This is an optimization exercise on Yosys and OpenROAD, whose aim is small area and a short achievable clock period, not a production implementation.
Where RTL was checked, it was by simulation tests only, not by an equivalence proof against the original.

==> flow/design.v (excerpt) <==
module hex_to_dec(
    input wire clk_25MHz,
    input wire [31: 0]hex,
    output wire [31: 0]dec
);
Size: roughly 1100 cells after synthesis, ~30 flip-flops, about 65 I/O pins, about 0.0053 mm2 of cells after synthesis.
Settings: LEC_CHECK=0, ABC_AREA=1, CAP_MARGIN=20, CORE_MARGIN=2, CORE_UTILIZATION=40, CTS_BUF_LIST=sky130_fd_sc_hd__clkbuf_4, SLEW_MARGIN=20, SYNTH_HIERARCHICAL=1, SYNTH_MINIMUM_KEEP_SIZE=0; clock period 75.0 ns.
standard.sh (not shown) runs the stock make flow with config.mk's settings and CLKGATE_MAP_FILE= SYNTH_SCRIPT=/design/flow/synth_recipe.tcl, a recipe that flattens the netlist after the stock synthesis.
==> flow/flow/run.sh <==
#!/bin/bash
# The standard layout (standard.sh), except that the buffers that the flow puts
# on every input and output port are buf_1 cells instead of the resizer's
# default choice (a 10 um2 delay buffer).
set -euo pipefail
bash standard.sh BUFFER_PORTS_ARGS="-buffer_cell sky130_fd_sc_hd__buf_1" finish > standard_make.log 2>&1
==> next run, changes <==
--- a/flow/design.v
+++ b/flow/design.v
@@ -106,20 +106,35 @@
 assign w_new_n15 = (~w_new_n14) | (~i[2]);
 assign o[1] = (~w_new_n13) | (~w_new_n15);
 assign o[2] = (~w_new_n13);
 assign w_new_n18 = (~i[0]) | (~i[1]);
 assign o[3] = (~w_new_n18) | (~w_new_n8);
 endmodule
-module out0(input wire [2:0] i, output wire [2:0] o);
-wire w_new_n7;
+module stepout0(input wire [3:0] i, output wire [3:0] o);
+wire w_new_n10;
+wire w_new_n11;
+wire w_new_n13;
+wire w_new_n14;
+wire w_new_n15;
+wire w_new_n16;
+wire w_new_n17;
+wire w_new_n19;
 wire w_new_n9;
-assign w_new_n7 = (~i[0]);
-assign o[0] = (~i[2]&~w_new_n7);
-assign w_new_n9 = (~i[1]);
-assign o[1] = (~i[2]&~w_new_n9);
-assign o[2] = (i[2]);
+assign w_new_n9 = (~i[3]);
+assign w_new_n10 = (~i[2]&~w_new_n9);
+assign w_new_n11 = (~i[0]) | (~i[1]) | (~i[3]);
+assign o[0] = (~i[1]&~w_new_n10) | (~w_new_n11);
+assign w_new_n13 = (~i[2]);
+assign w_new_n14 = (~w_new_n13) | (~w_new_n9);
+assign w_new_n15 = (~w_new_n14) | (~i[1]);
+assign w_new_n16 = (~w_new_n15) | (~i[0]);
+assign w_new_n17 = (~i[2]) | (~i[3]);
+assign o[1] = (~w_new_n16) | (~w_new_n17);
+assign w_new_n19 = (~i[1]) | (~i[3]);
+assign o[2] = (~i[0]&~w_new_n19) | (~i[3]&~w_new_n13);
+assign o[3] = (~i[0]&~w_new_n9) | (~i[1]);
 endmodule
 module hex_to_dec(
     input wire clk_25MHz,
     input wire [31: 0]hex,
     output wire [31: 0]dec
 );
@@ -327,39 +342,25 @@
 step0 u86(.i({n77[3],n78[2],n78[1],n78[0]}), .o(n86));
 wire [3:0] n87;
 step0 u87(.i({n78[3],n79[2],n79[1],n79[0]}), .o(n87));
 wire [3:0] n88;
 step0 u88(.i({n79[3],n81[2],n81[1],n81[0]}), .o(n88));
 wire [3:0] n89;
-step0 u89(.i({~s_x1,n82[2],n82[1],n82[0]}), .o(n89));
+stepout0 u89(.i({~s_x1,n82[2],n82[1],n82[0]}), .o(n89));
 wire [3:0] n90;
-step0 u90(.i({n82[3],n83[2],n83[1],n83[0]}), .o(n90));
+stepout0 u90(.i({n82[3],n83[2],n83[1],n83[0]}), .o(n90));
 wire [3:0] n91;
-step0 u91(.i({n83[3],n84[2],n84[1],n84[0]}), .o(n91));
+stepout0 u91(.i({n83[3],n84[2],n84[1],n84[0]}), .o(n91));
 wire [3:0] n92;
-step0 u92(.i({n84[3],n85[2],n85[1],n85[0]}), .o(n92));
+stepout0 u92(.i({n84[3],n85[2],n85[1],n85[0]}), .o(n92));
 wire [3:0] n93;
-step0 u93(.i({n85[3],n86[2],n86[1],n86[0]}), .o(n93));
+stepout0 u93(.i({n85[3],n86[2],n86[1],n86[0]}), .o(n93));
 wire [3:0] n94;
-step0 u94(.i({n86[3],n87[2],n87[1],n87[0]}), .o(n94));
+stepout0 u94(.i({n86[3],n87[2],n87[1],n87[0]}), .o(n94));
 wire [3:0] n95;
-step0 u95(.i({n87[3],n88[2],n88[1],n88[0]}), .o(n95));
-wire [2:0] n96;
-out0 u96(.i({n89[2],n89[1],n89[0]}), .o(n96));
-wire [2:0] n97;
-out0 u97(.i({n90[2],n90[1],n90[0]}), .o(n97));
-wire [2:0] n98;
-out0 u98(.i({n91[2],n91[1],n91[0]}), .o(n98));
-wire [2:0] n99;
-out0 u99(.i({n92[2],n92[1],n92[0]}), .o(n99));
-wire [2:0] n100;
-out0 u100(.i({n93[2],n93[1],n93[0]}), .o(n100));
-wire [2:0] n101;
-out0 u101(.i({n94[2],n94[1],n94[0]}), .o(n101));
-wire [2:0] n102;
-out0 u102(.i({n95[2],n95[1],n95[0]}), .o(n102));
+stepout0 u95(.i({n87[3],n88[2],n88[1],n88[0]}), .o(n95));
 always @(posedge clk_25MHz) begin
     s0_h <= n31[3];
     s0_r0 <= n31[0];
     s0_r1 <= n31[1];
     s0_r2 <= n31[2];
     s1_h <= n32[3];
@@ -386,8 +387,8 @@
     s_x4 <= hex[4];
     s_x3 <= hex[3];
     s_x2 <= hex[2];
     s_x1 <= hex[1];
     s_x0 <= hex[0];
 end
-assign dec = {{~n80[3],~n81[3],~n88[3],~n95[3]}, {n102[2],n102[1],n102[0],~n94[3]}, {n101[2],n101[1],n101[0],~n93[3]}, {n100[2],n100[1],n100[0],~n92[3]}, {n99[2],n99[1],n99[0],~n91[3]}, {n98[2],n98[1],n98[0],~n90[3]}, {n97[2],n97[1],n97[0],~n89[3]}, {n96[2],n96[1],n96[0],s_x0}};
+assign dec = {{~n80[3],~n81[3],~n88[3],~n95[3]}, {n95[2],n95[1],n95[0],~n94[3]}, {n94[2],n94[1],n94[0],~n93[3]}, {n93[2],n93[1],n93[0],~n92[3]}, {n92[2],n92[1],n92[0],~n91[3]}, {n91[2],n91[1],n91[0],~n90[3]}, {n90[2],n90[1],n90[0],~n89[3]}, {n89[2],n89[1],n89[0],s_x0}};
 endmodule
Synthesized area came out lower slightly.
Worst setup slack gains 0.087 ns.
Synthesized cell count drops by a few percent.
Sequential share of layout area is about the same.
Critical path depth drops by 4.
Global-route usage is about the same.
Wire length increases slightly.
First-iteration DRC count is higher by a little under a tenth.
Clock-buffer cell count does not change.
Core utilization goes up by 1.2 points.
Fmax went up slightly.
Via count barely changes.
Non-clock buffer count does not change.
For the first run of this note, only the layout was checked, not whether the RTL still works.

* * *

Another version of the RTL of hex_to_dec (not shown whole).
Size: roughly 1100 cells after synthesis, roughly 65 I/O pins, ~0.0053 sq mm of cells after synthesis.
==> flow/design.v (excerpt) <==
module hex_to_dec(
    input wire clk_25MHz,
    input wire [31: 0]hex,
    output wire [31: 0]dec
);
clock: 75.0 ns
lec_check: 0
abc_area: 1
cap_margin: 20
core_margin: 2
core_utilization: 40
cts_buf_list: sky130_fd_sc_hd__clkbuf_4
slew_margin: 20
synth_hierarchical: 1
synth_minimum_keep_size: 0
Scripts as last shown in full above: flow/flow/run.sh
Rerun with:
--- a/flow/design.v
+++ b/flow/design.v
@@ -133,21 +133,21 @@
 reg s1_r2;
 reg s2_h;
 reg s2_r0;
 reg s2_r1;
 reg s2_r2;
 reg s3_h;
 reg s3_r0;
 reg s3_r1;
 reg s3_r2;
 reg s4_0;
-reg s_x12;
+reg s4_1;
 reg s_x11;
 reg s_x10;
 reg s_x9;
 reg s_x8;
 reg s_x7;
 reg s_x6;
 reg s_x5;
 reg s_x4;
 reg s_x3;
 reg s_x2;
@@ -199,53 +199,53 @@
 step0 u22(.i({~hex[13],n19[2],n19[1],n19[0]}), .o(n22));
 wire [3:0] n23;
 step0 u23(.i({n19[3],n20[2],n20[1],n20[0]}), .o(n23));
 wire [3:0] n24;
 step0 u24(.i({n20[3],n21[2],n21[1],n21[0]}), .o(n24));
 wire [3:0] n25;
 conv2 u25(.i({n14[3],n15[3],n18[3]}), .o(n25));
 wire [3:0] n26;
 step0 u26(.i({n21[3],n25[2],n25[1],n25[0]}), .o(n26));
 wire [3:0] n27;
-step0 u27(.i({~s_x12,s0_r2,s0_r1,s0_r0}), .o(n27));
+step0 u27(.i({~hex[12],n22[2],n22[1],n22[0]}), .o(n27));
 wire [3:0] n28;
-step0 u28(.i({s0_h,s1_r2,s1_r1,s1_r0}), .o(n28));
+step0 u28(.i({n22[3],n23[2],n23[1],n23[0]}), .o(n28));
 wire [3:0] n29;
-step0 u29(.i({s1_h,s2_r2,s2_r1,s2_r0}), .o(n29));
+step0 u29(.i({n23[3],n24[2],n24[1],n24[0]}), .o(n29));
 wire [3:0] n30;
-step0 u30(.i({s2_h,s3_r2,s3_r1,s3_r0}), .o(n30));
+step0 u30(.i({n24[3],n26[2],n26[1],n26[0]}), .o(n30));
 wire [3:0] n31;
-step0 u31(.i({~s_x11,n27[2],n27[1],n27[0]}), .o(n31));
+step0 u31(.i({~s_x11,s0_r2,s0_r1,s0_r0}), .o(n31));
 wire [3:0] n32;
-step0 u32(.i({n27[3],n28[2],n28[1],n28[0]}), .o(n32));
+step0 u32(.i({s0_h,s1_r2,s1_r1,s1_r0}), .o(n32));
 wire [3:0] n33;
-step0 u33(.i({n28[3],n29[2],n29[1],n29[0]}), .o(n33));
+step0 u33(.i({s1_h,s2_r2,s2_r1,s2_r0}), .o(n33));
 wire [3:0] n34;
-step0 u34(.i({n29[3],n30[2],n30[1],n30[0]}), .o(n34));
+step0 u34(.i({s2_h,s3_r2,s3_r1,s3_r0}), .o(n34));
 wire [3:0] n35;
 step0 u35(.i({~s_x10,n31[2],n31[1],n31[0]}), .o(n35));
 wire [3:0] n36;
 step0 u36(.i({n31[3],n32[2],n32[1],n32[0]}), .o(n36));
 wire [3:0] n37;
 step0 u37(.i({n32[3],n33[2],n33[1],n33[0]}), .o(n37));
 wire [3:0] n38;
 step0 u38(.i({n33[3],n34[2],n34[1],n34[0]}), .o(n38));
 wire [3:0] n39;
 step0 u39(.i({~s_x9,n35[2],n35[1],n35[0]}), .o(n39));
 wire [3:0] n40;
 step0 u40(.i({n35[3],n36[2],n36[1],n36[0]}), .o(n40));
 wire [3:0] n41;
 step0 u41(.i({n36[3],n37[2],n37[1],n37[0]}), .o(n41));
 wire [3:0] n42;
 step0 u42(.i({n37[3],n38[2],n38[1],n38[0]}), .o(n42));
 wire [3:0] n43;
-conv0 u43(.i({s4_0,s3_h,n30[3],n34[3]}), .o(n43));
+conv0 u43(.i({s4_1,s4_0,s3_h,n34[3]}), .o(n43));
 wire [3:0] n44;
 step0 u44(.i({n38[3],n43[2],n43[1],n43[0]}), .o(n44));
 wire [3:0] n45;
 step0 u45(.i({~s_x8,n39[2],n39[1],n39[0]}), .o(n45));
 wire [3:0] n46;
 step0 u46(.i({n39[3],n40[2],n40[1],n40[0]}), .o(n46));
 wire [3:0] n47;
 step0 u47(.i({n40[3],n41[2],n41[1],n41[0]}), .o(n47));
 wire [3:0] n48;
 step0 u48(.i({n41[3],n42[2],n42[1],n42[0]}), .o(n48));
@@ -351,38 +351,38 @@
 out0 u98(.i({n91[2],n91[1],n91[0]}), .o(n98));
 wire [2:0] n99;
 out0 u99(.i({n92[2],n92[1],n92[0]}), .o(n99));
 wire [2:0] n100;
 out0 u100(.i({n93[2],n93[1],n93[0]}), .o(n100));
 wire [2:0] n101;
 out0 u101(.i({n94[2],n94[1],n94[0]}), .o(n101));
 wire [2:0] n102;
 out0 u102(.i({n95[2],n95[1],n95[0]}), .o(n102));
 always @(posedge clk_25MHz) begin
-    s0_h <= n22[3];
-    s0_r0 <= n22[0];
-    s0_r1 <= n22[1];
-    s0_r2 <= n22[2];
-    s1_h <= n23[3];
-    s1_r0 <= n23[0];
-    s1_r1 <= n23[1];
-    s1_r2 <= n23[2];
-    s2_h <= n24[3];
-    s2_r0 <= n24[0];
-    s2_r1 <= n24[1];
-    s2_r2 <= n24[2];
-    s3_h <= n26[3];
-    s3_r0 <= n26[0];
-    s3_r1 <= n26[1];
-    s3_r2 <= n26[2];
-    s4_0 <= n25[3];
-    s_x12 <= hex[12];
+    s0_h <= n27[3];
+    s0_r0 <= n27[0];
+    s0_r1 <= n27[1];
+    s0_r2 <= n27[2];
+    s1_h <= n28[3];
+    s1_r0 <= n28[0];
+    s1_r1 <= n28[1];
+    s1_r2 <= n28[2];
+    s2_h <= n29[3];
+    s2_r0 <= n29[0];
+    s2_r1 <= n29[1];
+    s2_r2 <= n29[2];
+    s3_h <= n30[3];
+    s3_r0 <= n30[0];
+    s3_r1 <= n30[1];
+    s3_r2 <= n30[2];
+    s4_0 <= n26[3];
+    s4_1 <= n25[3];
     s_x11 <= hex[11];
     s_x10 <= hex[10];
     s_x9 <= hex[9];
     s_x8 <= hex[8];
     s_x7 <= hex[7];
     s_x6 <= hex[6];
     s_x5 <= hex[5];
     s_x4 <= hex[4];
     s_x3 <= hex[3];
     s_x2 <= hex[2];
Outcome: Die area stays the same. Via count increases by 0.54%. Cell area does not change. Count of clock-buffer cells in the layout is unchanged. Fmax went up by 1.9%. Area after synthesis is unchanged. Wire length hardly moves. Cell count does not change. Worst setup slack is better by 370 ps. First-iteration DRC count goes up by 8.8%. Utilization stays the same. Non-clock buffer count is unchanged.
Function not checked in the second run of this note: the RTL went through the layout flow alone.

[static timing again, ports no longer ideal]
Ports are ideal in the flow. The routed layouts listed here were re-timed in OpenROAD.
Step 1: set_driving_cell puts a clkbuf_16 on clk_25MHz and a buf_2 on each other input, an assumption about the parent block.
Step 2 adds t to the input delays and takes it off the output delays; t is the mean of the earliest and latest rising clock arrival at the registers after step 1. Input paths then give back, and output paths get back, about the clock's delay inside the block.
Three values: ideal, step 1, step 2; two values: the first two.
| run | shift t [ns] | slack for setup (ns) | hold slack, ns | worst setup path at the end | clock arrival spread, ns |
|---|---|---|---|---|---|
| the first run of note 1 | 0.345 | 55.413 / 55.387 / 55.243 | 14.757 / 14.753 / 15.098 | input to register | 0.011 / 0.011 |
| the second run of note 1 | 0.351 | 55.500 / 55.472 / 55.247 | 14.752 / 14.748 / 15.099 | input to register | 0.010 / 0.010 |
| the first run of note 2 | 0.339 | 54.627 / 54.601 / 54.940 | 14.763 / 14.759 / 15.097 | register to output | 0.013 / 0.013 |
| the second run of note 2 | 0.350 | 55.000 / 54.974 / 55.324 | 14.752 / 14.747 / 15.098 | register to output | 0.012 / 0.013 |
After both steps setup and hold are still met in every run listed. For the second run of note 1, which loses most, drivers alone change the setup slack by -0.028 ns; drivers and shift together by -0.253 ns.
